Context: an optimization exercise on an open-source flow, tuned for small area, a short achievable clock period and few clock cycles. The choices shown serve that exercise and are no tape-out recipe.
In this exercise RTL edits were held to simulation tests only and were not proved equivalent to the original.

== JK ==
// fix_audio_ns
module fix_audio_ns(
	output reg ack,
	output reg overflow,
	output reg [15:0] tx_data,
	input [15:0] rx_data,
	input [51:0] conf,
	input req,
	input enable,
	input rstn, clk
);
Settings: LEC_CHECK=0, CAP_MARGIN=40, CORE_MARGIN=2, CORE_UTILIZATION=40, SLEW_MARGIN=60; clock period 90.0 ns.
run.sh (not shown) runs the stock make flow with config.mk's settings and CLKGATE_MAP_FILE= SYNTH_SCRIPT=/design/flow/synth_recipe.tcl, a recipe that flattens the netlist after the stock synthesis.
Testbench counts of JK, summed over its fixed seeds: cycles 34,560.
Input-level comparison between MS and JK:
diff --git a/flow/design.v b/flow/design.v
--- a/flow/design.v
+++ b/flow/design.v
@@ -90,21 +90,22 @@
 reg [15:0] y1, y2, y3, y4, y5;      
 reg [15:0] es, eec;                 
 reg [2:0] nsh;                      
 reg ovf;
 reg hpend, lpend;
 reg [15:0] ha, la;
 reg ha_v, ha_o, la_o;
 reg [1:0] ha_sel, la_sel;
 reg [2:0] ps;                       
 reg [15:0] dused, dr, dq;
-reg [2:0] dph;
+reg [2:0] dph;                      
+reg dlong;                          
 wire [15:0] hxv = nsh != 3'd0 ? hx : 16'd0;
 wire [15:0] x1v = nsh >= 3'd1 ? x1 : 16'd0;
 wire [15:0] x2v = nsh >= 3'd2 ? x2 : 16'd0;
 wire [15:0] x3v = nsh >= 3'd3 ? x3 : 16'd0;
 wire [15:0] x4v = nsh >= 3'd4 ? x4 : 16'd0;
 wire [15:0] x5v = nsh >= 3'd5 ? x5 : 16'd0;
 wire [15:0] y2v = nsh >= 3'd1 ? y2 : 16'd0;
 wire [15:0] y3v = nsh >= 3'd2 ? y3 : 16'd0;
 wire [15:0] y4v = nsh >= 3'd3 ? y4 : 16'd0;
 wire [15:0] y5v = nsh >= 3'd4 ? y5 : 16'd0;
@@ -131,28 +132,32 @@
 		r = r_in; n = n_in;
 		for (i = 0; i < 4; i = i + 1) begin
 			r17 = {r, n[15]};
 			t = r17 - {1'b0, d};
 			n = {n[14:0], ~t[16]};
 			r = t[16] ? r17[15:0] : t[15:0];
 		end
 		div4 = {r, n};
 	end
 endfunction
-wire [31:0] dstep = dph == 3'd0 ? div4({6'd0, ae[15:6]}, {ae[5:0], 10'd0}, ad) : div4(dr, dq, ad);
+wire [15:0] dr0 = dph != 3'd0 ? dr : dlong ? {6'd0, ae[15:6]} : {2'd0, ae[15:2]};
+wire [15:0] dq0 = dph != 3'd0 ? dq : dlong ? {ae[5:0], 10'd0} : {ae[1:0], 14'd0};
+wire [31:0] dstep = div4(dr0, dq0, ad);
 wire [15:0] kq = dstep[15:0];
+wire dshort_bad = ~dlong & ({2'd0, ae[15:2]} >= ad);
+wire dlast = dlong ? dph == 3'd3 : dph == 3'd2;
 wire kready = (dph == 3'd4) & (dused == eec_nst);
 wire idle_free = (st == P_IDLE) & ~go;
 wire m1free = idle_free | (st == P_X);
 wire m2free = m1free | go | (st == P_VOL);
-wire ha_ok = ha_v & (ha_sel == sel_hpf);
-wire [2:0] ps_e = la_sel == sel_lpf ? ps : 3'd0;
+reg ha_ok;                          
+reg [2:0] ps_e;                     
 wire do_ha = m2free & hen & ~ha_ok & ~((st == P_X) & tg);
 wire do_la1 = m1free & len & (ps_e != 3'd5);
 wire [2:0] i2 = do_la1 ? ps_e + 3'd1 : ps_e;
 wire do_la2 = m2free & ~do_ha & len & (i2 != 3'd5);
 wire k_go = (st == P_K) & kready;
 reg [15:0] a1, b1, c1, a2, b2, c2s;
 reg pair, u1;
 always @(*) begin
 	a1 = 16'd0; b1 = data; c1 = 16'd0; u1 = 1'b0;
 	a2 = 16'd0; b2 = 16'd0; c2s = 16'd0;
@@ -246,30 +251,36 @@
 		go <= 1'b0;
 		ack <= 1'b0;
 		overflow <= 1'b0;
 		tg <= 1'b0;
 		ovf <= 1'b0;
 		nsh <= 3'd0;
 		hpend <= 1'b0;
 		lpend <= 1'b0;
 		ha_v <= 1'b0;
 		ps <= 3'd0;
+		ha_ok <= 1'b0;
+		ps_e <= 3'd0;
 		dph <= 3'd5;
+		dlong <= 1'b0;
 		hy <= 16'd0;
 		y1 <= 16'd0;
 		es <= 16'd0;
 		eec <= 16'd0;
 	end
 	else begin
 		st <= st_n;
 		ack <= ack_n;
 		go <= (st_n == P_IDLE) & (req ^ ack_n);
+		ha_ok <= (enable ? ha_ok_n : ha_v) & ((enable & do_ha ? sel_hpf : ha_sel) == conf[1:0]);
+		ps_e <= (enable & (do_la1 | do_la2) ? sel_lpf : la_sel) == conf[3:2] ?
+			(enable ? (shift_now ? 3'd0 : ps_n) : ps) : 3'd0;
 		if (enable) begin
 			hpend <= go;
 			lpend <= go & ~hen | (st == P_H);
 			if (go) begin
 				tg <= ~hen;
 				ovf <= ovf1;
 			end
 			case (st)
 			P_H: begin
 				tg <= 1'b1;
@@ -284,33 +295,37 @@
 				eec <= s2[15:0];
 			end
 			P_VOL: begin
 				overflow <= ovf | ovf1;
 			end
 			default: ;
 			endcase
 			if (shift_now & nsh != 3'd5) nsh <= nsh + 3'd1;
 			ha_v <= ha_ok_n;
 			ps <= shift_now ? 3'd0 : ps_n;
-			if (k_go | dph == 3'd5 | dused != eec_nst) dph <= 3'd0;
+			if (k_go | dph == 3'd5 | dused != eec_nst) begin
+				dph <= 3'd0; dlong <= 1'b0;
+			end
+			else if (dph == 3'd0 & dshort_bad) dlong <= 1'b1;
+			else if (dlast) dph <= 3'd4;
 			else if (dph != 3'd4) dph <= dph + 3'd1;
 		end
 	end
 end
 always @(posedge clk) begin
 	if ((st == P_IDLE) & ~(go & enable)) data <= rx_data;
 	if (enable) begin
 		if (k_go) dused <= s2[15:0] + pnc;
 		else if (dph == 3'd5 | dused != eec_nst) dused <= eec_nst;
-		else if (dph != 3'd4) begin
+		else if (dph != 3'd4 & ~(dph == 3'd0 & dshort_bad)) begin
 			dr <= dstep[31:16];
-			dq <= dph == 3'd3 ? (sgn_k ? ~kq + 16'd1 : kq) : kq;
+			dq <= dlast ? (sgn_k ? ~kq + 16'd1 : kq) : kq;
 		end
 		if (do_ha) begin
 			ha <= s2[15:0]; ha_o <= s2[16]; ha_sel <= sel_hpf;
 		end
 		if (do_la1 | do_la2) begin
 			la <= do_la2 ? s2[15:0] : s1[15:0];
 			la_o <= (ps_e != 3'd0 & la_o) | do_la1 & s1[16] | do_la2 & s2[16];
 			la_sel <= sel_lpf;
 		end
 		if (go & iv_en) data <= s1[15:0];
MS was carried through to the last stage, and its layout satisfied the timing, design-rule and antenna checks. On synthesis-to-finish area growth, MS and JK are neck and neck. Die area ends up higher on JK. Between JK and MS, the maximum clock path buffer count does not differ in any meaningful way. Final HPWL from detailed placement on MS is ahead of JK. Wire length of the first global-routing pass was lower in MS than in JK. Summary of the comparison: flip-flop and latch count is higher in MS, relative to JK. Wire length improves in MS relative to JK. Share of the clock period used by the worst path after layout of MS is on par with JK. Die height (higher): JK. Placed standard-cell area is lower on MS.
Testbench counts of MS, summed over its fixed seeds: cycles 33,600.

========
fix_audio_ns again, from the RTL that the note above started with.
Design fix_audio_ns, start of the top module:
module fix_audio_ns(
	output reg ack,
	output reg overflow,
	output reg [15:0] tx_data,
	input [15:0] rx_data,
	input [51:0] conf,
	input req,
	input enable,
	input rstn, clk
);
reg [51:0] cf;
always @(posedge clk)
	cf <= conf;
wire [1:0] sel_hpf = cf[1:0];
wire [1:0] sel_lpf = cf[3:2];
wire [15:0] pnc = cf[19:4];
wire [15:0] vol = cf[35:20];
wire [15:0] in_vol = cf[51:36];
wire hen = |sel_hpf;
wire len = |sel_lpf;
wire ken = |pnc;
wire vol_en = vol != 16'd1024;
wire iv_en = in_vol != 16'd1024;
function [15:0] hcoef(input [1:0] i, input [1:0] s);
	case (i)
	2'd0: hcoef = s == 2'b11 ? 16'd732 : s == 2'b10 ? 16'd931 : 16'd1011;
	2'd1: hcoef = s == 2'b11 ? -16'd732 : s == 2'b10 ? -16'd931 : -16'd1011;
	default: hcoef = s == 2'b11 ? 16'd441 : s == 2'b10 ? 16'd838 : 16'd998;
	endcase
endfunction
function [15:0] lbcoef(input [2:0] i, input [1:0] s);
	case (i)
	3'd0, 3'd5: lbcoef = s == 2'b11 ? 16'd30 : s == 2'b10 ? 16'd54 : 16'd321;
	3'd1, 3'd4: lbcoef = s == 2'b11 ? -16'd55 : s == 2'b10 ? -16'd3 : 16'd1362;
	default: lbcoef = s == 2'b11 ? 16'd33 : s == 2'b10 ? 16'd56 : 16'd2518;
	endcase
endfunction
  ...
==> flow/config.mk <==
export PLATFORM = sky130hd
export DESIGN_NAME = fix_audio_ns
export DESIGN_NICKNAME = fix_audio_ns
export VERILOG_FILES = /design/flow/design.v
export SDC_FILE = /design/flow/constraint.sdc
export NUM_CORES = 4
export LEC_CHECK = 0
export CAP_MARGIN = 20
export CORE_MARGIN = 2
export CORE_UTILIZATION = 40
export SLEW_MARGIN = 20
==> flow/constraint.sdc <==
create_clock -name core_clock -period 90.0 [get_ports {clk}]
set_input_delay 18.0000 -clock core_clock [delete_from_list [all_inputs] [get_ports {clk}]]
set_output_delay 18.0000 -clock core_clock [all_outputs]
set_load 0.01 [all_outputs]
Testbench counts at the start, summed over its fixed seeds: cycles 34,560.
==> next run, changes <==
--- a/flow/design.v
+++ b/flow/design.v
@@ -94,13 +94,14 @@
 reg hpend, lpend;
 reg [15:0] ha, la;
 reg ha_v, ha_o, la_o;
 reg [1:0] ha_sel, la_sel;
 reg [2:0] ps;                       
 reg [15:0] dused, dr, dq;
-reg [2:0] dph;
+reg [2:0] dph;                      
+reg dlong;                          
 wire [15:0] hxv = nsh != 3'd0 ? hx : 16'd0;
 wire [15:0] x1v = nsh >= 3'd1 ? x1 : 16'd0;
 wire [15:0] x2v = nsh >= 3'd2 ? x2 : 16'd0;
 wire [15:0] x3v = nsh >= 3'd3 ? x3 : 16'd0;
 wire [15:0] x4v = nsh >= 3'd4 ? x4 : 16'd0;
 wire [15:0] x5v = nsh >= 3'd5 ? x5 : 16'd0;
@@ -135,14 +136,18 @@
 			n = {n[14:0], ~t[16]};
 			r = t[16] ? r17[15:0] : t[15:0];
 		end
 		div4 = {r, n};
 	end
 endfunction
-wire [31:0] dstep = dph == 3'd0 ? div4({6'd0, ae[15:6]}, {ae[5:0], 10'd0}, ad) : div4(dr, dq, ad);
+wire [15:0] dr0 = dph != 3'd0 ? dr : dlong ? {6'd0, ae[15:6]} : {2'd0, ae[15:2]};
+wire [15:0] dq0 = dph != 3'd0 ? dq : dlong ? {ae[5:0], 10'd0} : {ae[1:0], 14'd0};
+wire [31:0] dstep = div4(dr0, dq0, ad);
 wire [15:0] kq = dstep[15:0];
+wire dshort_bad = ~dlong & ({2'd0, ae[15:2]} >= ad);
+wire dlast = dlong ? dph == 3'd3 : dph == 3'd2;
 wire kready = (dph == 3'd4) & (dused == eec_nst);
 wire idle_free = (st == P_IDLE) & ~go;
 wire m1free = idle_free | (st == P_X);
 wire m2free = m1free | go | (st == P_VOL);
 wire ha_ok = ha_v & (ha_sel == sel_hpf);
 wire [2:0] ps_e = la_sel == sel_lpf ? ps : 3'd0;
@@ -251,12 +256,13 @@
 		nsh <= 3'd0;
 		hpend <= 1'b0;
 		lpend <= 1'b0;
 		ha_v <= 1'b0;
 		ps <= 3'd0;
 		dph <= 3'd5;
+		dlong <= 1'b0;
 		hy <= 16'd0;
 		y1 <= 16'd0;
 		es <= 16'd0;
 		eec <= 16'd0;
 	end
 	else begin
@@ -288,25 +294,29 @@
 			end
 			default: ;
 			endcase
 			if (shift_now & nsh != 3'd5) nsh <= nsh + 3'd1;
 			ha_v <= ha_ok_n;
 			ps <= shift_now ? 3'd0 : ps_n;
-			if (k_go | dph == 3'd5 | dused != eec_nst) dph <= 3'd0;
+			if (k_go | dph == 3'd5 | dused != eec_nst) begin
+				dph <= 3'd0; dlong <= 1'b0;
+			end
+			else if (dph == 3'd0 & dshort_bad) dlong <= 1'b1;
+			else if (dlast) dph <= 3'd4;
 			else if (dph != 3'd4) dph <= dph + 3'd1;
 		end
 	end
 end
 always @(posedge clk) begin
 	if ((st == P_IDLE) & ~(go & enable)) data <= rx_data;
 	if (enable) begin
 		if (k_go) dused <= s2[15:0] + pnc;
 		else if (dph == 3'd5 | dused != eec_nst) dused <= eec_nst;
-		else if (dph != 3'd4) begin
+		else if (dph != 3'd4 & ~(dph == 3'd0 & dshort_bad)) begin
 			dr <= dstep[31:16];
-			dq <= dph == 3'd3 ? (sgn_k ? ~kq + 16'd1 : kq) : kq;
+			dq <= dlast ? (sgn_k ? ~kq + 16'd1 : kq) : kq;
 		end
 		if (do_ha) begin
 			ha <= s2[15:0]; ha_o <= s2[16]; ha_sel <= sel_hpf;
 		end
 		if (do_la1 | do_la2) begin
 			la <= do_la2 ? s2[15:0] : s1[15:0];
=> Via count decreases by about 3.7%. Count of clock-buffer cells in the layout came out lower by 5. Setup slack is worse by 320 ps. Die area is lower by 3.9%. Register-to-register slack loses 700 ps. Synthesized cell count goes down by about 6%. Core utilization grows by 0.31 points. Fmax drops by about 1.6%. First-iteration DRC count is higher by 6.2%.
Testbench counts after the change, summed over its fixed seeds: cycles 33,600.

[afterwards: timing with drivers on the ports]
In the flow no input, the clock included, has a driving cell. The finished layouts below were timed again as built, in two steps.
Step 1 sets driving cells, clkbuf_16 on the clock port and buf_2 on the other inputs (assumed; they add their load-dependent delay and slew).
Step 2 also shifts input and output timing later by t, the mid clock arrival at the registers, as if the neighbouring blocks saw the same clock.
Three values: no drivers, after step 1, after step 2; two values: the first two.
run	t, ns	setup WS [ns]	hold slack, ns
JK	0.699	70.201 / 70.127 / 69.607	0.437 / 0.437 / 0.437
MS	0.707	70.229 / 70.158 / 69.625	0.443 / 0.443 / 0.443
the first run of note 2	0.724	69.911 / 69.960 / 69.237	0.449 / 0.449 / 0.449
the second run of note 2	0.701	69.590 / 69.628 / 68.928	0.448 / 0.448 / 0.448
After both steps every run listed still meets setup and hold. The setup slack of the first run of note 2, which loses most, moves by +0.049 ns with the drivers and by -0.674 ns with both steps.
